Background: an optimization exercise with open tools, aiming at small area. Do not read the settings as production practice.
At most, simulation tests tie the RTL to the original design; equivalence was not proved.
No functional check of the RTL was part of run 2.
No driver is modelled on the clock port, so clocking that relies on it looks cheaper here than on a real chip.
Power and IR drop assume default switching activity.

<file path="design/flow/design.v">
`timescale 1ns / 1ps
module Max1270_Phy (
    input  wire        clk,
    input  wire        rst,
    output wire [47:0] oEvenRing,
    output wire [47:0] oOddRing,
    output wire [1:0]  oRingPos,
    output wire        oBypass,
    output wire [2:0]  oBypassCh,
    output wire [11:0] oBypassData,
    output wire        oClear,
    input  wire        I_MAX1270_MISO,
    output wire        O_MAX1270_SCK,
    output wire        O_MAX1270_MOSI,
    output wire        O_MAX1270_CS,
    output wire        O_MAX1270_SHDN,
    input  wire        I_MAX1270_SSTRB
);
    reg [4:0] rHalfCnt;
    reg       rPhase;
    reg [1:0] rRingPos;
    wire      wWrap    = rHalfCnt[4] & rHalfCnt[2] & rHalfCnt[0];
    wire      wHalfEnd = wWrap & rRingPos[0];
    wire      wTick    = wHalfEnd & rRingPos[1];
    always @(posedge clk) begin
        if (rst) begin
            rHalfCnt <= 5'b11011;
            rPhase   <= 1'b0;
            rRingPos <= 2'd3;
        end else begin
            rHalfCnt <= wWrap ? 5'b10110 : {rHalfCnt[3:0], ~(rHalfCnt[4] ^ rHalfCnt[2])};
            if (wHalfEnd)
                rPhase <= ~rPhase;
            rRingPos <= rRingPos + 2'd1;
        end
    end
    reg [4:0] rSlot;
    reg [2:0] rCHCnt;
    wire      wCS      = (rSlot[4:1] == 4'b0011);
    wire      wWaitEnd = rSlot[4] & rSlot[3] & ~rSlot[0];
    wire      wSlotEnd = rSlot[4] & rSlot[3] &  rSlot[0];
    always @(posedge clk) begin
        if (rst)
            rSlot <= 5'd6;
        else if (wTick & wSlotEnd)
            rSlot <= 5'd8;
        else
            rSlot <= rSlot + {4'd0, wTick};
        if (rst)
            rCHCnt <= 3'd0;
        else
            rCHCnt <= rCHCnt + {2'd0, wTick & wWaitEnd};
    end
    reg rMOSIBit;
    always @* begin
        case (rSlot[2:0])
            3'd0:    rMOSIBit = 1'b1;
            3'd1:    rMOSIBit = rCHCnt[2];
            3'd2:    rMOSIBit = rCHCnt[1];
            3'd3:    rMOSIBit = rCHCnt[0];
            3'd4:    rMOSIBit = 1'b1;
            3'd5:    rMOSIBit = 1'b1;
            3'd6:    rMOSIBit = 1'b0;
            default: rMOSIBit = 1'b1;
        endcase
    end
    wire rMOSI = ~rSlot[4] & rSlot[3] & rMOSIBit;
    assign O_MAX1270_SCK  = rPhase & ~wCS;
    assign O_MAX1270_MOSI = rMOSI;
    assign O_MAX1270_CS   = wCS;
    assign O_MAX1270_SHDN = 1'b1;
    reg [3:0]  rMISOSt;
    reg [2:0]  rLastCHCnt;
    reg [11:0] rDataSLR;
    wire       wBusy  = ~(rMISOSt[3] & ~rMISOSt[2] & ~rMISOSt[0]);
    wire       wWrite = (rMISOSt == 4'b1010);
    wire       wMISOLoad = ~rst & wTick & (wBusy | I_MAX1270_SSTRB);
    wire [3:0] wMISOStNext;
    wire       wCHLoad   = wTick & ~wBusy & I_MAX1270_SSTRB;
    wire [2:0] wLastCHNext;
    Max1270_LoadHoldSet #(.W(4), .SET(4'b1000)) inst_MISOStMux (
        .iLoad (wMISOLoad),
        .iHold (~rst & ~wMISOLoad),
        .iSet  (rst),
        .iD    ({4{wBusy}} & {rMISOSt[2:0], ~(rMISOSt[3] ^ rMISOSt[2])}),
        .iQ    (rMISOSt),
        .oD    (wMISOStNext)
    );
    Max1270_HoldMux #(.W(3)) inst_LastCHMux (
        .iLoad (wCHLoad),
        .iHold (~wCHLoad),
        .iD    (rCHCnt),
        .iQ    (rLastCHCnt),
        .oD    (wLastCHNext)
    );
    always @(posedge clk) begin
        rMISOSt    <= wMISOStNext;
        rLastCHCnt <= wLastCHNext;
    end
    wire        wShift = wTick & wBusy;
    wire [11:0] wDataSLRNext;
    Max1270_HoldMux #(.W(12)) inst_SLRMux (
        .iLoad (wShift),
        .iHold (~wShift),
        .iD    ({rDataSLR[10:0], I_MAX1270_MISO}),
        .iQ    (rDataSLR),
        .oD    (wDataSLRNext)
    );
    always @(posedge clk)
        rDataSLR <= wDataSLRNext;
    reg  [47:0] rEvenRing;
    reg  [47:0] rOddRing;
    wire        wEntry    = wWrite & (&(rLastCHCnt[2:1] ^ rRingPos));
    wire        wClear    = (rSlot == 5'd6);
    wire        wEvenLoad = wEntry & ~rLastCHCnt[0];
    wire        wOddLoad  = wEntry &  rLastCHCnt[0];
    wire [11:0] wEvenIn, wOddIn;
    Max1270_HoldMux #(.W(12)) inst_EvenEntry (
        .iLoad (wEvenLoad),
        .iHold (~wClear & ~wEvenLoad),
        .iD    (rDataSLR),
        .iQ    (rEvenRing[47:36]),
        .oD    (wEvenIn)
    );
    Max1270_HoldMux #(.W(12)) inst_OddEntry (
        .iLoad (wOddLoad),
        .iHold (~wClear & ~wOddLoad),
        .iD    (rDataSLR),
        .iQ    (rOddRing[47:36]),
        .oD    (wOddIn)
    );
    always @(posedge clk) begin
        rEvenRing <= {rEvenRing[35:0], wEvenIn};
        rOddRing  <= {rOddRing[35:0],  wOddIn};
    end
    assign oEvenRing   = rEvenRing;
    assign oOddRing    = rOddRing;
    assign oRingPos    = rRingPos;
    assign oBypass     = wWrite & (rRingPos != 2'd0);
    assign oBypassCh   = rLastCHCnt;
    assign oBypassData = rDataSLR;
    assign oClear      = wClear;
endmodule
module Max1270_HoldMux #
(
    parameter W = 12
)
(
    input  wire         iLoad,
    input  wire         iHold,
    input  wire [W-1:0] iD,
    input  wire [W-1:0] iQ,
    output wire [W-1:0] oD
);
    assign oD = ({W{iLoad}} & iD) | ({W{iHold}} & iQ);
endmodule
module Max1270_LoadHoldSet #
(
    parameter W   = 8,
    parameter SET = 0
)
(
    input  wire         iLoad,
    input  wire         iHold,
    input  wire         iSet,
    input  wire [W-1:0] iD,
    input  wire [W-1:0] iQ,
    output wire [W-1:0] oD
);
    localparam [W-1:0] SETV = SET;
    assign oD = ({W{iLoad}} & iD) | ({W{iHold}} & iQ) | ({W{iSet}} & SETV);
endmodule
`timescale 1ns / 1ps
module Max1270_AXIL_Reg (
    input  wire        clk,
    input  wire        rst,
    input  wire        s_axil_awvalid,
    output wire        s_axil_awready,
    input  wire        s_axil_wvalid,
    output wire        s_axil_wready,
    output wire [1:0]  s_axil_bresp,
    output wire        s_axil_bvalid,
    input  wire        s_axil_bready,
    input  wire [9:2]  s_axil_araddr,
    input  wire        s_axil_arvalid,
    output wire        s_axil_arready,
    output wire [31:0] s_axil_rdata,
    output wire [1:0]  s_axil_rresp,
    output wire        s_axil_rvalid,
    input  wire        s_axil_rready,
    input  wire [47:0] iEvenRing,
    input  wire [47:0] iOddRing,
    input  wire [1:0]  iRingPos,
    input  wire        iBypass,
    input  wire [2:0]  iBypassCh,
    input  wire [11:0] iBypassData,
    input  wire        iClear
);
    reg        rWReady;
    reg        rBValid;
    reg        rARReady;
    reg        rRValid;
    reg [11:0] rRDataHi;
    reg [11:0] rRDataLo;
    wire wWrAcc = s_axil_awvalid & s_axil_wvalid & (~rBValid | s_axil_bready) & ~rWReady;
    wire wRdAcc = s_axil_arvalid & (~rRValid | s_axil_rready) & ~rARReady;
    always @(posedge clk) begin
        if (rst) begin
            rWReady  <= 1'b0;
            rBValid  <= 1'b0;
            rARReady <= 1'b0;
            rRValid  <= 1'b0;
        end else begin
            rWReady  <= wWrAcc;
            rBValid  <= (rBValid & ~s_axil_bready) | wWrAcc;
            rARReady <= wRdAcc;
            rRValid  <= (rRValid & ~s_axil_rready) | wRdAcc;
        end
    end
    wire       wStall   = rRValid & ~s_axil_rready;
    wire       wRdWord  = ~wStall & ~iClear & (s_axil_araddr[9:4] == 6'd0);
    wire [1:0] wSlot    = s_axil_araddr[3:2] + iRingPos;
    wire       wBypWord = iBypass & (iBypassCh[2:1] == s_axil_araddr[3:2]);
    wire       wBypHi   = wBypWord & ~iBypassCh[0];
    wire       wBypLo   = wBypWord &  iBypassCh[0];
    wire [3:0] wSlotDec;
    assign wSlotDec[0] = (wSlot == 2'd0);
    assign wSlotDec[1] = (wSlot == 2'd1);
    assign wSlotDec[2] = (wSlot == 2'd2);
    assign wSlotDec[3] = (wSlot == 2'd3);
    wire [11:0] wRDataHiNext, wRDataLoNext;
    Max1270_AXIL_RdMux inst_RdMuxHi (
        .iSel    ({4{wRdWord & ~wBypHi}} & wSlotDec),
        .iSelByp (wRdWord & wBypHi),
        .iHold   (wStall),
        .iData0  (iEvenRing[11:0]),
        .iData1  (iEvenRing[23:12]),
        .iData2  (iEvenRing[35:24]),
        .iData3  (iEvenRing[47:36]),
        .iDataByp(iBypassData),
        .iQ      (rRDataHi),
        .oD      (wRDataHiNext)
    );
    Max1270_AXIL_RdMux inst_RdMuxLo (
        .iSel    ({4{wRdWord & ~wBypLo}} & wSlotDec),
        .iSelByp (wRdWord & wBypLo),
        .iHold   (wStall),
        .iData0  (iOddRing[11:0]),
        .iData1  (iOddRing[23:12]),
        .iData2  (iOddRing[35:24]),
        .iData3  (iOddRing[47:36]),
        .iDataByp(iBypassData),
        .iQ      (rRDataLo),
        .oD      (wRDataLoNext)
    );
    always @(posedge clk) begin
        rRDataHi <= wRDataHiNext;
        rRDataLo <= wRDataLoNext;
    end
    assign s_axil_awready = rWReady;
    assign s_axil_wready  = rWReady;
    assign s_axil_bresp   = 2'b00;
    assign s_axil_bvalid  = rBValid;
    assign s_axil_arready = rARReady;
    assign s_axil_rdata   = {{4{rRDataHi[11]}}, rRDataHi, {4{rRDataLo[11]}}, rRDataLo};
    assign s_axil_rresp   = 2'b00;
    assign s_axil_rvalid  = rRValid;
endmodule
module Max1270_AXIL_RdMux (
    input  wire [3:0]  iSel,
    input  wire        iSelByp,
    input  wire        iHold,
    input  wire [11:0] iData0,
    input  wire [11:0] iData1,
    input  wire [11:0] iData2,
    input  wire [11:0] iData3,
    input  wire [11:0] iDataByp,
    input  wire [11:0] iQ,
    output wire [11:0] oD
);
    wire [11:0] wTermsA_n, wTermsB_n;
    genvar i;
    generate
        for (i = 0; i < 12; i = i + 1) begin : g_bit
            Max1270_AOI222 inst_TermsA (
                .iA1 (iSel[0]), .iA2 (iData0[i]),
                .iB1 (iSel[1]), .iB2 (iData1[i]),
                .iC1 (iSel[2]), .iC2 (iData2[i]),
                .oY  (wTermsA_n[i])
            );
            Max1270_AOI222 inst_TermsB (
                .iA1 (iSel[3]), .iA2 (iData3[i]),
                .iB1 (iSelByp), .iB2 (iDataByp[i]),
                .iC1 (iHold),   .iC2 (iQ[i]),
                .oY  (wTermsB_n[i])
            );
        end
    endgenerate
    assign oD = ~(wTermsA_n & wTermsB_n);
endmodule
module Max1270_AOI222 (
    input  wire iA1,
    input  wire iA2,
    input  wire iB1,
    input  wire iB2,
    input  wire iC1,
    input  wire iC2,
    output wire oY
);
    assign oY = ~((iA1 & iA2) | (iB1 & iB2) | (iC1 & iC2));
endmodule
`timescale 1ns / 1ps
module Max1270_Top #
(
    parameter AXIL_ADDR_WIDTH      = 32,
    parameter AXIL_DATA_WIDTH      = 32,
    parameter AXIL_STRB_WIDTH      = AXIL_DATA_WIDTH/8
)
(
    input  wire                   s_axil_clk    ,
    input  wire                   s_axil_rst    ,
    input  wire [AXIL_ADDR_WIDTH-1:0]  s_axil_awaddr ,
    input  wire [2:0]             s_axil_awprot ,
    input  wire                   s_axil_awvalid,
    output wire                   s_axil_awready,
    input  wire [AXIL_DATA_WIDTH-1:0]  s_axil_wdata  ,
    input  wire [AXIL_STRB_WIDTH-1:0]  s_axil_wstrb  ,
    input  wire                   s_axil_wvalid ,
    output wire                   s_axil_wready ,
    output wire [1:0]             s_axil_bresp  ,
    output wire                   s_axil_bvalid ,
    input  wire                   s_axil_bready ,
    input  wire [AXIL_ADDR_WIDTH-1:0]  s_axil_araddr ,
    input  wire [2:0]             s_axil_arprot ,
    input  wire                   s_axil_arvalid,
    output wire                   s_axil_arready,
    output wire [AXIL_DATA_WIDTH-1:0]  s_axil_rdata  ,
    output wire [1:0]             s_axil_rresp  ,
    output wire                   s_axil_rvalid ,
    input  wire                   s_axil_rready ,
    input                         I_MAX1270_MISO,
    output                        O_MAX1270_SCK ,
    output                        O_MAX1270_MOSI,
    output                        O_MAX1270_CS  ,
    output                        O_MAX1270_SHDN,
    input                         I_MAX1270_SSTRB
);
    wire [47:0] wEvenRing;
    wire [47:0] wOddRing;
    wire [1:0]  wRingPos;
    wire        wBypass;
    wire [2:0]  wBypassCh;
    wire [11:0] wBypassData;
    wire        wClear;
    Max1270_Phy inst_Max1270_Phy (
        .clk             (s_axil_clk),
        .rst             (~s_axil_rst),
        .oEvenRing       (wEvenRing),
        .oOddRing        (wOddRing),
        .oRingPos        (wRingPos),
        .oBypass         (wBypass),
        .oBypassCh       (wBypassCh),
        .oBypassData     (wBypassData),
        .oClear          (wClear),
        .I_MAX1270_MISO  (I_MAX1270_MISO),
        .O_MAX1270_SCK   (O_MAX1270_SCK),
        .O_MAX1270_MOSI  (O_MAX1270_MOSI),
        .O_MAX1270_CS    (O_MAX1270_CS),
        .O_MAX1270_SHDN  (O_MAX1270_SHDN),
        .I_MAX1270_SSTRB (I_MAX1270_SSTRB)
    );
    Max1270_AXIL_Reg inst_Max1270_AXIL_Reg (
        .clk            (s_axil_clk),
        .rst            (~s_axil_rst),
        .s_axil_awvalid (s_axil_awvalid),
        .s_axil_awready (s_axil_awready),
        .s_axil_wvalid  (s_axil_wvalid),
        .s_axil_wready  (s_axil_wready),
        .s_axil_bresp   (s_axil_bresp),
        .s_axil_bvalid  (s_axil_bvalid),
        .s_axil_bready  (s_axil_bready),
        .s_axil_araddr  (s_axil_araddr[9:2]),
        .s_axil_arvalid (s_axil_arvalid),
        .s_axil_arready (s_axil_arready),
        .s_axil_rdata   (s_axil_rdata),
        .s_axil_rresp   (s_axil_rresp),
        .s_axil_rvalid  (s_axil_rvalid),
        .s_axil_rready  (s_axil_rready),
        .iEvenRing      (wEvenRing),
        .iOddRing       (wOddRing),
        .iRingPos       (wRingPos),
        .iBypass        (wBypass),
        .iBypassCh      (wBypassCh),
        .iBypassData    (wBypassData),
        .iClear         (wClear)
    );
endmodule
</file>
<file path="design/flow/flow/run.sh">
#!/bin/bash
# Standard ORFS layout (the standard.sh, standard synthesis) with:
#  - the smallest buffer on each port,
#  - the tie cells from synthesis kept as they are (one per constant),
#  - synthesis buffers removed before placement,
#  - logic cells set to their smallest drive strength, then drivers upsized
#    (or buffered, where that is smaller) to meet slew and capacitance limits,
#  - its own balanced two-level clock tree of small clock buffers (instead of
#    TritonCTS's), upsized where a register's clock slew would be too slow.
set -euo pipefail
export FLOW_FLOW_DIR=$PWD/flow
bash standard.sh \
  "BUFFER_PORTS_ARGS=-buffer_cell sky130_fd_sc_hd__buf_1" \
  "SKIP_REPAIR_TIE_FANOUT=1" \
  "PRE_GLOBAL_PLACE_TCL=$FLOW_FLOW_DIR/pre_global_place.tcl" \
  "PRE_CTS_TCL=$FLOW_FLOW_DIR/pre_cts.tcl" \
  "CTS_ARGS=-dont_use_dummy_load -buf_list sky130_fd_sc_hd__clkbuf_4" \
  "PRE_RESIZE_TCL=$FLOW_FLOW_DIR/pre_resize.tcl" \
  "POST_CTS_TCL=$FLOW_FLOW_DIR/post_cts.tcl" \
  finish > standard.log 2>&1
</file>
<file path="design/flow/flow/clocktree.tcl">
# Two-level clock tree: the clock port drives one root clock buffer, which
# drives leaf clock buffers; each leaf drives a cluster of nearby clock sinks
# (balanced k-means on sink locations).
proc my_build_clock_tree { clk_name nclusters root_master leaf_master } {
  set block [ord::get_db_block]
  set db [ord::get_db]
  set clknet [$block findNet $clk_name]
  set sinks {}
  foreach it [$clknet getITerms] {
    if { [$it isInputSignal] } { lappend sinks $it }
  }
  set pts {}
  foreach it $sinks {
    set bb [[$it getInst] getBBox]
    lappend pts [list [expr {([$bb xMin] + [$bb xMax]) / 2.0}] [expr {([$bb yMin] + [$bb yMax]) / 2.0}]]
  }
  set n [llength $pts]
  set order [lsort -real -indices [lmap p $pts {expr {[lindex $p 0] * 1.0 + [lindex $p 1] * 0.001}}]]
  set cent {}
  for {set k 0} {$k < $nclusters} {incr k} {
    lappend cent [lindex $pts [lindex $order [expr {int(($k + 0.5) * $n / $nclusters)}]]]
  }
  set cap [expr {int(ceil(double($n) / $nclusters))}]
  for {set iter 0} {$iter < 40} {incr iter} {
    set pairs {}
    for {set i 0} {$i < $n} {incr i} {
      set p [lindex $pts $i]
      for {set k 0} {$k < $nclusters} {incr k} {
        set c [lindex $cent $k]
        lappend pairs [list [expr {abs([lindex $p 0] - [lindex $c 0]) + abs([lindex $p 1] - [lindex $c 1])}] $i $k]
      }
    }
    set pairs [lsort -real -index 0 $pairs]
    set assign [lrepeat $n -1]
    set cnt [lrepeat $nclusters 0]
    foreach pr $pairs {
      lassign $pr d i k
      if { [lindex $assign $i] >= 0 || [lindex $cnt $k] >= $cap } { continue }
      lset assign $i $k
      lset cnt $k [expr {[lindex $cnt $k] + 1}]
    }
    set sx [lrepeat $nclusters 0.0]; set sy [lrepeat $nclusters 0.0]
    for {set i 0} {$i < $n} {incr i} {
      set k [lindex $assign $i]; set p [lindex $pts $i]
      lset sx $k [expr {[lindex $sx $k] + [lindex $p 0]}]
      lset sy $k [expr {[lindex $sy $k] + [lindex $p 1]}]
    }
    set cent {}
    for {set k 0} {$k < $nclusters} {incr k} {
      set c [expr {max(1, [lindex $cnt $k])}]
      lappend cent [list [expr {[lindex $sx $k] / $c}] [expr {[lindex $sy $k] / $c}]]
    }
  }
  # root buffer at the centre of the leaf buffers
  set rx 0.0; set ry 0.0
  foreach c $cent { set rx [expr {$rx + [lindex $c 0]}]; set ry [expr {$ry + [lindex $c 1]}] }
  set rx [expr {int($rx / $nclusters)}]; set ry [expr {int($ry / $nclusters)}]
  set root [odb::dbInst_create $block [$db findMaster $root_master] "clkbuf_root_$clk_name"]
  $root setLocation $rx $ry
  $root setPlacementStatus PLACED
  set rootnet [odb::dbNet_create $block "clknet_root_$clk_name"]
  $rootnet setSigType CLOCK
  [$root findITerm A] connect $clknet
  [$root findITerm X] connect $rootnet
  set leafm [$db findMaster $leaf_master]
  for {set k 0} {$k < $nclusters} {incr k} {
    set buf [odb::dbInst_create $block $leafm "clkbuf_leaf_${k}_$clk_name"]
    set c [lindex $cent $k]
    $buf setLocation [expr {int([lindex $c 0])}] [expr {int([lindex $c 1])}]
    $buf setPlacementStatus PLACED
    set net [odb::dbNet_create $block "clknet_leaf_${k}_$clk_name"]
    $net setSigType CLOCK
    [$buf findITerm A] connect $rootnet
    [$buf findITerm X] connect $net
    set leaf($k) $net
  }
  for {set i 0} {$i < $n} {incr i} {
    set it [lindex $sinks $i]
    $it disconnect
    $it connect $leaf([lindex $assign $i])
  }
  puts "my_build_clock_tree: $n sinks, [llength [array names leaf]] leaves: [lmap k [lsort -integer [array names leaf]] {expr {[llength [$leaf($k) getITerms]] - 1}}]"
}
</file>
<file path="design/flow/flow/fixclk.tcl">
# Upsize clock buffers whose register clock pins see too slow a slew.
proc my_fix_clock_slew { limit } {
  set sizes {sky130_fd_sc_hd__clkbuf_1 sky130_fd_sc_hd__clkbuf_2 sky130_fd_sc_hd__clkbuf_4 sky130_fd_sc_hd__clkbuf_8 sky130_fd_sc_hd__clkbuf_16}
  for {set pass 0} {$pass < 4} {incr pass} {
    estimate_parasitics -placement
    set changed 0
    foreach pin [get_pins -of_objects [all_registers] -filter "is_clock==1"] {
      if { [get_property $pin slew_max] <= $limit } { continue }
      set drv [get_pins -of_objects [get_nets -of_objects $pin] -filter "direction==output"]
      if { [llength $drv] != 1 } { continue }
      set inst [get_cells -of_objects $drv]
      set name [get_full_name $inst]
      if { [info exists done($name)] } { continue }
      set ref [get_property $inst ref_name]
      set i [lsearch $sizes $ref]
      if { $i < 0 || $i == [llength $sizes] - 1 } { continue }
      set done($name) 1
      replace_cell $inst [lindex $sizes [expr {$i + 1}]]
      incr changed
      puts "my_fix_clock_slew: $name $ref -> [lindex $sizes [expr {$i + 1}]]"
    }
    array unset done
    if { $changed == 0 } { break }
    detailed_placement
  }
}
</file>
<file path="design/flow/flow/post_cts.tcl">
source $::env(FLOW_FLOW_DIR)/fixclk.tcl
my_fix_clock_slew 0.118
</file>
<file path="design/flow/flow/pre_cts.tcl">
# Build a balanced two-level clock tree (port -> one root buffer -> 14 leaf
# buffers -> clusters of nearby registers) and keep TritonCTS off its nets.
source $::env(FLOW_FLOW_DIR)/clocktree.tcl
my_build_clock_tree s_axil_clk 14 sky130_fd_sc_hd__clkbuf_4 sky130_fd_sc_hd__clkbuf_4
set_cts_config -skip_nets [get_nets {s_axil_clk clknet_*}]
set_propagated_clock [all_clocks]
</file>
<file path="design/flow/flow/pre_global_place.tcl">
# Remove every buffer synthesis left (including those in front of output
# ports); port buffering right after this adds one buffer per port.
remove_buffers
</file>
<file path="design/flow/flow/pre_resize.tcl">
source $::env(FLOW_FLOW_DIR)/upsize.tcl
set_dont_use $::env(DONT_USE_CELLS)
my_downsize_all
my_upsize_for_limits $::env(FLOW_FLOW_DIR)/../upsize_checks.rpt
</file>
<file path="design/flow/flow/upsize.tcl">
# Fix max-slew and max-capacitance violations by upsizing the driving cell
# (next drive strength of the same cell) before the resizer would insert
# buffers; the flow's own repair_design then handles anything left.
proc my_next_size { ref } {
  if { ![regexp {^(sky130_fd_sc_hd__.+)_([0-9]+)$} $ref -> base n] } { return "" }
  set best ""; set bestn 1000
  foreach c [get_lib_cells */${base}_*] {
    set name [get_name $c]
    if { ![regexp "^${base}_(\[0-9\]+)\$" $name -> m] } { continue }
    if { [get_property $c dont_use] } { continue }
    if { $m > $n && $m < $bestn } { set best $name; set bestn $m }
  }
  return $best
}
proc my_upsize_for_limits { rpt {wire_cap_scale 1.5} } {
  # Check with pessimistic signal-wire capacitance (met1's, scaled), so that
  # nets close to a limit are upsized too; routed wires come out longer than
  # the placement estimate.
  set_wire_rc -signal -resistance 8.929e-04 -capacitance [expr {1.72375e-04 * $wire_cap_scale}]
  for {set pass 0} {$pass < 8} {incr pass} {
    estimate_parasitics -placement
    report_check_types -max_slew -max_capacitance -violators > $rpt
    set fh [open $rpt r]; set txt [read $fh]; close $fh
    set drivers {}
    foreach line [split $txt "\n"] {
      if { ![regexp {^(\S+)\s+[-0-9.]+\s+[-0-9.]+\s+-[0-9.]+ \(VIOLATED\)} $line -> pname] } { continue }
      set pin [get_pins -quiet $pname]
      if { $pin eq "" } { continue }
      if { [get_property $pin direction] eq "input" } {
        set net [get_nets -of_objects $pin]
        set pin [get_pins -quiet -of_objects $net -filter "direction==output"]
        if { [llength $pin] != 1 } { continue }
      }
      set inst [get_cells -of_objects $pin]
      dict set drivers [get_full_name $inst] 1
    }
    set changed 0
    set buf_area [get_property [get_lib_cells */sky130_fd_sc_hd__buf_1] area]
    foreach name [dict keys $drivers] {
      set inst [get_cells $name]
      set ref [get_property $inst ref_name]
      set nxt [my_next_size $ref]
      set grow 1e9
      if { $nxt ne "" } {
        set grow [expr {[get_property [get_lib_cells */$nxt] area] - [get_property [get_lib_cells */$ref] area]}]
      }
      if { $grow > $buf_area && ![string match *__buf_* $ref] } {
        set opin [get_pins -of_objects $inst -filter "direction==output"]
        set net [get_nets -of_objects $opin]
        insert_buffer -buffer_cell sky130_fd_sc_hd__buf_1 -net [get_full_name $net]
        puts "my_upsize_for_limits: $name $ref buffered"
        incr changed
      } elseif { $nxt ne "" } {
        replace_cell $inst $nxt
        puts "my_upsize_for_limits: $name $ref -> $nxt"
        incr changed
      }
    }
    if { $changed == 0 } { break }
  }
  set_wire_rc -signal -layer met1
  estimate_parasitics -placement
}

# Set every logic cell (not flip-flops, buffers or tie cells) to the smallest
# drive strength of its kind; my_upsize_for_limits then upsizes where a
# slew or capacitance limit needs it.
proc my_downsize_all {} {
  set n 0
  foreach inst [get_cells *] {
    set ref [get_property $inst ref_name]
    if { ![regexp {^(sky130_fd_sc_hd__.+)_([0-9]+)$} $ref -> base sz] } { continue }
    if { [regexp {__(s?e?df|dl|buf|clkbuf|clkdlybuf|dlygate|dlymetal|conb|tap|fill|decap|diode)} $base] } { continue }
    set best ""; set besta 1e9
    foreach c [get_lib_cells */${base}_*] {
      set name [get_name $c]
      if { ![regexp "^${base}_\[0-9\]+\$" $name] } { continue }
      if { [get_property $c dont_use] } { continue }
      set a [get_property $c area]
      if { $a < $besta } { set besta $a; set best $name }
    }
    if { $best ne "" && $best ne $ref && $besta < [get_property [get_lib_cells */$ref] area] } {
      replace_cell $inst $best
      incr n
    }
  }
  puts "my_downsize_all: downsized $n cells"
}
</file>
<file path="design/flow/standard.sh">
#!/bin/bash
# synth_recipe.tcl (not shown) runs the flow's synth.tcl, then flattens the netlist and writes it again
# the make line also repeats each setting of config.mk as NAME=value (left out here)
make -C /OpenROAD-flow-scripts/flow DESIGN_CONFIG=/design/flow/config.mk WORK_HOME=/design/flow/orfs CLKGATE_MAP_FILE= SYNTH_SCRIPT=/design/flow/synth_recipe.tcl "${@:-finish}"
</file>
<file path="design/flow/config.mk">
export PLATFORM = sky130hd
export DESIGN_NAME = Max1270_Top
export DESIGN_NICKNAME = Max1270_Top
export VERILOG_FILES = /design/flow/design.v
export SDC_FILE = /design/flow/constraint.sdc
export NUM_CORES = 4
export LEC_CHECK = 0
export CAP_MARGIN = 10
export CORE_MARGIN = 2
export CORE_UTILIZATION = 75
export GPL_TIMING_DRIVEN = 0
export SLEW_MARGIN = 10
export SYNTH_HIERARCHICAL = 1
export SYNTH_MINIMUM_KEEP_SIZE = 0
</file>
<file path="design/flow/constraint.sdc">
create_clock -name core_clock -period 5.0 [get_ports {s_axil_clk}]
set_input_delay 1.0000 -clock core_clock [delete_from_list [all_inputs] [get_ports {s_axil_clk}]]
set_output_delay 1.0000 -clock core_clock [all_outputs]
set_load 0.01 [all_outputs]
</file>
==> impl_metrics.tcl, run 1 <==
set metrics [dict create \
    finalPower_w 0.00190 \
    gr-usage-all-layers 0.264 \
    p_clk_frac 0.250 \
    netlist_instances 410 \
    synth_simple_gate_area_share 0.106 \
    synth.area.mux_share 0.00218 \
    met2_usage 0.456 \
    rows 30 \
    synth.distinct_cells 42 \
    wirelength_um 10200 \
    met3_usage 0.0275 \
    p_comb_frac 0.048 \
    hold_viol 0 \
    die_height_um 87.0 \
    drive_above_1_share 0.0411 \
    port_buffers 56 \
    yosys.area.top_type "dfxtp_1" \
    drcViolationCount 0 \
    path_class "flop to flop" \
    tightest_slew_ns 1.07 \
    grt_pass1_vias 3479 \
    synth_area_leaders "dfxtp_1, a222oi_1, a22o_1" \
    syn-cell-area_um2 5160 \
    first_iter_violations 354 \
    start_util 0.769 \
    place_ws_ns 1.90 \
    vias_per_cell 6.49 \
    synth_flop_cell "dfxtp_1" \
    synth_warnings 8 \
    p_sw_w 0.000430 \
    dieArea_um2 7570 \
    final_common_cell "dfxtp_1" \
    period_share 0.539 \
    num-nets-final 587 \
    maxSlewViolCount 0 \
    syn_area_per_cell_um2 12.6 \
    arrival_ns 3.08 \
    synth_top_family_by_area "compound AO/OA/AOI/OAI gates" \
    synth_edf_count 0 \
    synth_fa_ha_area_frac 0.0194 \
    vias 3516 \
    final.setup.tns_ns 0 \
    yosysTopAreaCellShare 0.616 \
    gp_congestion 0.817 \
    power.density_nw_per_um2 357 \
    areaGrowthSynthToFinish_pct 2.86 \
    cp-end-kind "flop" \
    min_period_ns 2.69 \
    relSlewSlack 0.287 \
    startpoint_type "flop" \
    gr-total-overflow 0 \
    io_pins 160 \
    ys_seq_area_frac 0.616 \
    clk_pin_slew_ns 0.11 \
    die_w_um 87.0 \
    vdd_drop_max_mv 0.220 \
    rsz0062_at_grt "no" \
    dp_hpwl_um 6790 \
    synth_xor_area_frac 0.0274 \
    antenna_found_initial 0 \
    internal-power_w 0.00147 \
    clock_latency_ns 0.50 \
    top_usage_layer "met2" \
    synth-compound-area-share 0.182 \
    grt_pass1_wl_um 16400 \
    switching_share 0.227 \
    clock_skew_ns 0.0217 \
    cap_viol_max_count 0 \
    setup_violations 0 \
    syn_nets 533 \
    crit_fanout 12 \
    ys_seq_elements 159 \
    grt_max_degree 26 \
    setup_ws_ns 2.31 \
    fmax_mhz 371 \
    hp-class "flop to flop" \
    fin_util 0.791 \
    wl_per_cell_um 18.7 \
    outcome "timing/DRC/antenna clean" \
    synth-async-reset-ratio 0 \
    cp_data_required_time_ns 5.38 \
    p_seq_frac 0.702 \
    power_leakage_nw 2.10 \
    diodes 0 \
    first_pass_iters 7 \
    grt_use_met1 0.354 \
    layout_common_cells "dfxtp_1, buf_1, a222oi_1" \
    core_um2 6720 \
    drtAntennaViolNets 0 \
]
==> cell families after synthesis <==
group                    count (synthesis)
AO/OA/AOI/OAI                          103
flip-flops                             159
AND/OR/NAND/NOR                         94
buffers and inverters                   32
other                                    2
multiplexers                             1
adder cells (fa/ha/maj)                  8
XOR/XNOR                                11
==> layer usage <==
layer	part of all wire	wire [um]
met3	0.050	504
met4	0.025	258
met1	0.43	4350
met2	0.50	5030
met5	0	0
==> stage by stage <==
step	hold WS (ns)	instances	instance area (um^2)
after detailed placement	0.337	527	5200
after global placement	0.331	521	5270
after global routing	0.353	542	5310
final	0.355	542	5310
after floorplan	0.330	410	5160
==> registers in the layout, summed over array words and instances (netlist names) <==
register and count:
inst_Max1270_AXIL_Reg.rARReady 1, inst_Max1270_AXIL_Reg.rBValid 1, inst_Max1270_AXIL_Reg.rRDataHi 12, inst_Max1270_AXIL_Reg.rRDataLo 12
inst_Max1270_AXIL_Reg.rRValid 1, inst_Max1270_AXIL_Reg.rWReady 1, inst_Max1270_Phy.rCHCnt 3, inst_Max1270_Phy.rDataSLR 12
inst_Max1270_Phy.rEvenRing 48, inst_Max1270_Phy.rHalfCnt 5, inst_Max1270_Phy.rLastCHCnt 3, inst_Max1270_Phy.rMISOSt 4
inst_Max1270_Phy.rOddRing 48, inst_Max1270_Phy.rPhase 1, inst_Max1270_Phy.rRingPos 2, inst_Max1270_Phy.rSlot 5
==> modules after synthesis, one instance, submodules excluded, a selection <==
module	copies in the design	flip-flops and latches	cells inside
Max1270_AOI222	48	0	1
Max1270_AXIL_RdMux	2	0	12
Max1270_AXIL_Reg	1	28	77
Max1270_Phy	1	131	211
Max1270_Top	1	0	1
==> worst max-delay path: stages (launching register included) <==
cell and delay, ns:
dfxtp_1 0.45, nand2_1 0.10, nor4_1 0.65, nor4_1 0.18, nand4b_1 0.25, nor3_1 0.08
buf_1 0.31, a222oi_1 0.45, nand2_1 0.10
==> cells in the mapped netlist (6+ instances only) <==
cell	count
buf_6	7
buf_4	15
nand3_1	7
a21oi_1	6
a22o_2	9
inv_1	7
nand2_1	29
nor2_1	13
a222oi_1	48
nor2b_1	7
a22o_1	33
dfxtp_1	159
ha_1	8
nor3_1	8
==> final timing paths <==
path,slack [ns],from,depth (start not counted),to
max,2.31,inst_Max1270_Phy.rSlot[2]$_SDFF_PP1_,8,inst_Max1270_AXIL_Reg.rRDataLo[9]$_DFF_P_
min,0.35,inst_Max1270_Phy.rOddRing[15]$_DFF_P_,0,inst_Max1270_Phy.rOddRing[27]$_DFF_P_
max reg2reg,2.31,inst_Max1270_Phy.rSlot[2]$_SDFF_PP1_,8,inst_Max1270_AXIL_Reg.rRDataLo[9]$_DFF_P_
min reg2reg,0.35,inst_Max1270_Phy.rOddRing[15]$_DFF_P_,0,inst_Max1270_Phy.rOddRing[27]$_DFF_P_
==> final cells by class <==
| cell class | count | area, um^2 |
|---|---|---|
| plain buffers | 15 | 113 |
| inverters | 7 | 26.3 |
| fillers | 436 | 1410 |
| flip-flops and latches | 159 | 3180 |
| well taps | 80 | 100 |
| multi-input cells | 219 | 1660 |
| repair buffers | 62 | 233 |
==> power groups by stage <==
stage	logic, W	registers, W	clock network [W]
after floorplan	0.0000827	0.00135	0
final	0.0000914	0.00133	0.000475
after global routing	0.000101	0.00134	0.000533
after global placement	0.0000929	0.00136	0
after detailed placement	0.0000903	0.00136	0
==> run 2: changes to the inputs <==
--- a/design/flow/design.v
+++ b/design/flow/design.v
@@ -36,35 +36,20 @@
     end
     reg [4:0] rSlot;
     reg [2:0] rCHCnt;
-    wire      wCS      = (rSlot[4:1] == 4'b0011);
-    wire      wWaitEnd = rSlot[4] & rSlot[3] & ~rSlot[0];
-    wire      wSlotEnd = rSlot[4] & rSlot[3] &  rSlot[0];
+    wire      wCS      = ((rSlot[0] & rSlot[1] & rSlot[2] & rSlot[3]) | (rSlot[1] & rSlot[2] & rSlot[3] & rSlot[4]));
+    wire      wWaitEnd = (~rSlot[0] & rSlot[1] & rSlot[3] & ~rSlot[4]);
+    wire      wSlotEnd = (~rSlot[0] & ~rSlot[1] & rSlot[2] & rSlot[3] & rSlot[4]);
     always @(posedge clk) begin
         if (rst)
-            rSlot <= 5'd6;
-        else if (wTick & wSlotEnd)
-            rSlot <= 5'd8;
-        else
-            rSlot <= rSlot + {4'd0, wTick};
+            rSlot <= 5'b01111;
+        else if (wTick)
+            rSlot <= wSlotEnd ? 5'b11101 : {rSlot[3:0], ~(rSlot[4] ^ rSlot[2])};
         if (rst)
             rCHCnt <= 3'd0;
         else
             rCHCnt <= rCHCnt + {2'd0, wTick & wWaitEnd};
     end
-    reg rMOSIBit;
-    always @* begin
-        case (rSlot[2:0])
-            3'd0:    rMOSIBit = 1'b1;
-            3'd1:    rMOSIBit = rCHCnt[2];
-            3'd2:    rMOSIBit = rCHCnt[1];
-            3'd3:    rMOSIBit = rCHCnt[0];
-            3'd4:    rMOSIBit = 1'b1;
-            3'd5:    rMOSIBit = 1'b1;
-            3'd6:    rMOSIBit = 1'b0;
-            default: rMOSIBit = 1'b1;
-        endcase
-    end
-    wire rMOSI = ~rSlot[4] & rSlot[3] & rMOSIBit;
+    wire rMOSI = (rSlot[0] & ~rSlot[1] & rSlot[4]) | ((rSlot[0] & rSlot[1] & ~rSlot[2] & rSlot[3]) & rCHCnt[2]) | ((~rSlot[0] & rSlot[1] & ~rSlot[3] & rSlot[4]) & rCHCnt[1]) | ((rSlot[0] & ~rSlot[1] & rSlot[2] & ~rSlot[4]) & rCHCnt[0]) | (~rSlot[0] & rSlot[1] & ~rSlot[2]) | (~rSlot[1] & rSlot[2] & ~rSlot[3]) | (rSlot[0] & ~rSlot[3] & rSlot[4]);
     assign O_MAX1270_SCK  = rPhase & ~wCS;
     assign O_MAX1270_MOSI = rMOSI;
     assign O_MAX1270_CS   = wCS;
@@ -111,7 +96,7 @@
     reg  [47:0] rEvenRing;
     reg  [47:0] rOddRing;
     wire        wEntry    = wWrite & (&(rLastCHCnt[2:1] ^ rRingPos));
-    wire        wClear    = (rSlot == 5'd6);
+    wire        wClear    = (rSlot[0] & rSlot[1] & rSlot[2] & rSlot[3]);
     wire        wEvenLoad = wEntry & ~rLastCHCnt[0];
     wire        wOddLoad  = wEntry &  rLastCHCnt[0];
     wire [11:0] wEvenIn, wOddIn;
==> impl_metrics.tcl, run 2 <==
set metrics [dict create \
    areaGrowthSynthToFinish_pct 3.71 \
    rsz0062_at_grt "no" \
    cp_cell_sequence "nand2_1 -> and3b_1 -> a211o_1 -> buf_1" \
    fmax_mhz 375 \
    relSlewSlack 0.193 \
    arrival_ns 1.67 \
    clock_latency_ns 0.53 \
    netlist_instances 414 \
    num-fill-cells 440 \
    slowest_stage "dfxtp_1" \
    internal-power_w 0.00149 \
    startpoint_type "flop" \
    p_sw_w 0.000459 \
    start_util 0.763 \
    syn_area_per_cell_um2 12.4 \
    synth.most_common_cell "dfxtp_1" \
    wl_per_cell_um 19.3 \
    yosys.area.top_type "dfxtp_1" \
    fin_util 0.791 \
    worst-path-stages 4 \
    wirelength_um 10500 \
    num-nets-final 589 \
    synth_edf_count 0 \
    synth.distinct_cells 46 \
    period_share 0.533 \
    port_buffers 56 \
    tightest_slew_ns 1.21 \
    yosysTopAreaCellShare 0.621 \
    dp_hpwl_um 6870 \
    drtAntennaViolNets 0 \
    outcome "timing/DRC/antenna clean" \
    rows 30 \
    final.setup.tns_ns 0 \
    first_pass_iters 6 \
    crit_family "flip-flops" \
    min_period_ns 2.67 \
    core_um2 6720 \
    vdd_drop_max_mv 0.196 \
    first_iter_violations 412 \
    syn_nets 535 \
    p_clk_frac 0.252 \
    crit_fanout 8 \
    die_height_um 86.7 \
    setup_violations 0 \
    synth_warnings 8 \
    p_seq_frac 0.688 \
    hold_viol 0 \
    ys_seq_area_frac 0.621 \
    grt_pass1_vias 3498 \
    power_leakage_nw 2.12 \
    cp-end-kind "output port" \
    layout_common_cells "dfxtp_1, buf_1, a222oi_1" \
    synth_area_leaders "dfxtp_1, a222oi_1, a22o_1" \
    holdPathStages 0 \
    p_comb_frac 0.060 \
    crit_buf_inv 1 \
    io_pins 160 \
    maxSlewViolCount 0 \
    gr-usage-all-layers 0.278 \
    synth-async-reset-ratio 0 \
    cap_viol_max_count 0 \
    switching_share 0.236 \
    slowest_delay_ns 0.48 \
    diodes 0 \
    gr-total-overflow 0 \
    grt_pass1_wl_um 16900 \
    vias_per_cell 6.52 \
    clk_pin_slew_ns 0.10 \
    power.density_nw_per_um2 366 \
    syn-cell-area_um2 5120 \
    vias 3559 \
    antenna_found_initial 0 \
    grt_max_degree 26 \
    cp_data_required_time_ns 4.00 \
    drcViolationCount 0 \
    path_class "flop to output port" \
    gp_congestion 0.765 \
    dieArea_um2 7510 \
    synth_common_cells "dfxtp_1, a222oi_1, nand2_1" \
    final_common_cell "dfxtp_1" \
    hp-class "flop to flop" \
    clock_skew_ns 0.0384 \
    reg_top3 "inst_Max1270_Phy.rEvenRing: 48 flops, inst_Max1270_Phy.rOddRing: 48 flops" \
    ys_seq_elements 159 \
    synth_flop_cell "dfxtp_1" \
    reg2reg_depth 8 \
    die_w_um 86.7 \
    drive_above_1_share 0.0386 \
]
==> run 2: changes by cell type after synthesis, moves of 2 or more <==
cell	delta
a211o_1	+2
a21o_1	-2
a21oi_1	+2
clkbuf_1	+2
ha_1	-2
nand2_1	+8
nand3_1	-3
nand3b_1	+3
nor3_1	-2
nor3b_1	-2
nor4_2	-2
==> run 2: path summary, 6_finish.rpt <==
path                                                         startpoint                                         to  slack [ns]
worst min register to register   inst_Max1270_Phy.rEvenRing[34]$_DFF_P_     inst_Max1270_Phy.rEvenRing[46]$_DFF_P_        0.34
worst max-delay path             inst_Max1270_Phy.rSlot[1]$_SDFFE_PP1N_                             O_MAX1270_MOSI        2.33
worst max register to register  inst_Max1270_Phy.rRingPos[1]$_SDFF_PP1_  inst_Max1270_AXIL_Reg.rRDataLo[9]$_DFF_P_        2.37
worst min-delay path             inst_Max1270_Phy.rEvenRing[34]$_DFF_P_     inst_Max1270_Phy.rEvenRing[46]$_DFF_P_        0.34
==> run 2: layout make-up <==
type | instances | area, um^2 | share of cell area
flip-flops and latches | 159 | 3180 | 0.599
inverters | 7 | 26.3 | 0.00494
repair buffers | 62 | 233 | 0.0438
plain buffers | 15 | 119 | 0.0224
multi-input cells | 223 | 1650 | 0.311
well taps | 80 | 100 | 0.0188
==> run 2: per-layer routing <==
| metal | wire, um | GRT usage | vias up |
|---|---|---|---|
| met3 | 681 | 0.0324 | 13 |
| met1 | 4400 | 0.380 | 1731 |
| met2 | 5290 | 0.474 | 132 |
| li1 | - | - | 1683 |
| met4 | 152 | 0.0682 | 0 |
| met5 | 0 | 0 | - |
==> run 2: power by group through the flow <==
stage	sequential (W)	combinational, W	clock (W)
after floorplan	0.00135	0.000103	0
after global placement	0.00137	0.000113	0
after detailed placement	0.00137	0.000114	0
after global routing	0.00134	0.000128	0.000547
final	0.00134	0.000117	0.000489
==> run 2: worst register-to-register path, stage by stage, from the launching register on <==
cell,delay [ns]
dfxtp_1,0.49
inv_1,0.08
ha_1,0.18
nor2_1,0.14
nand2_1,0.08
nor3_1,0.41
nor2b_1,0.88
a222oi_1,0.21
nand2_1,0.13
==> run 2: per-stage QoR <==
step                std cells  power, W  area, um^2  hold WS, ns  worst slack (ns)
floorplan                 414   0.00145        5120        0.330              2.35
global placement          525   0.00148        5240        0.332              1.52
detailed placement        531   0.00148        5200        0.337              1.90
global route              546   0.00202        5320        0.340              2.14
finish                    546   0.00194        5320        0.339              2.33
==> run 2: modules after synthesis (local to each module, per instance), a selection <==
module              flops+latches  cells inside
Max1270_Phy                   131           215
Max1270_Top                     0             1
Max1270_AXIL_Reg               28            77
Max1270_AOI222                  0             1
Max1270_AXIL_RdMux              0            12
==> run 2: logic make-up after synthesis <==
| family | synth area share |
|---|---|
| AO/OA/AOI/OAI | 0.192 |
| XOR/XNOR | 0.0242 |
| adder cells (fa/ha/maj) | 0.0146 |
| buffers and inverters | 0.0439 |
| flip-flops | 0.621 |
| other | 0.00147 |
| AND/OR/NAND/NOR | 0.103 |

[what the ideal ports hide]
Ports are ideal in the flow. The routed layouts listed here were re-timed in OpenROAD. Step 1: set_driving_cell puts a clkbuf_16 on s_axil_clk and a buf_2 on each other input, an assumption about the parent block. Step 2 adds t to the input delays and takes it off the output delays; t is the mean of the earliest and latest rising clock arrival at the registers after step 1. Input paths then give back, and output paths get back, about the clock's delay inside the block. Three values: ideal, step 1, step 2; two values: the first two.
run | t, ns | setup slack, ns | hold slack, ns | worst register clock-pin slew, ns
run 1 | 0.520 | 2.307 / 2.293 / 1.892 | 0.355 / 0.355 / 0.355 | 0.12 / 0.12
run 2 | 0.541 | 2.334 / 2.303 / 1.894 | 0.339 / 0.339 / 0.339 | 0.12 / 0.12
After both steps every run listed still meets setup and hold. For run 2, which loses most, drivers alone change the setup slack by -0.031 ns; drivers and shift together by -0.440 ns.
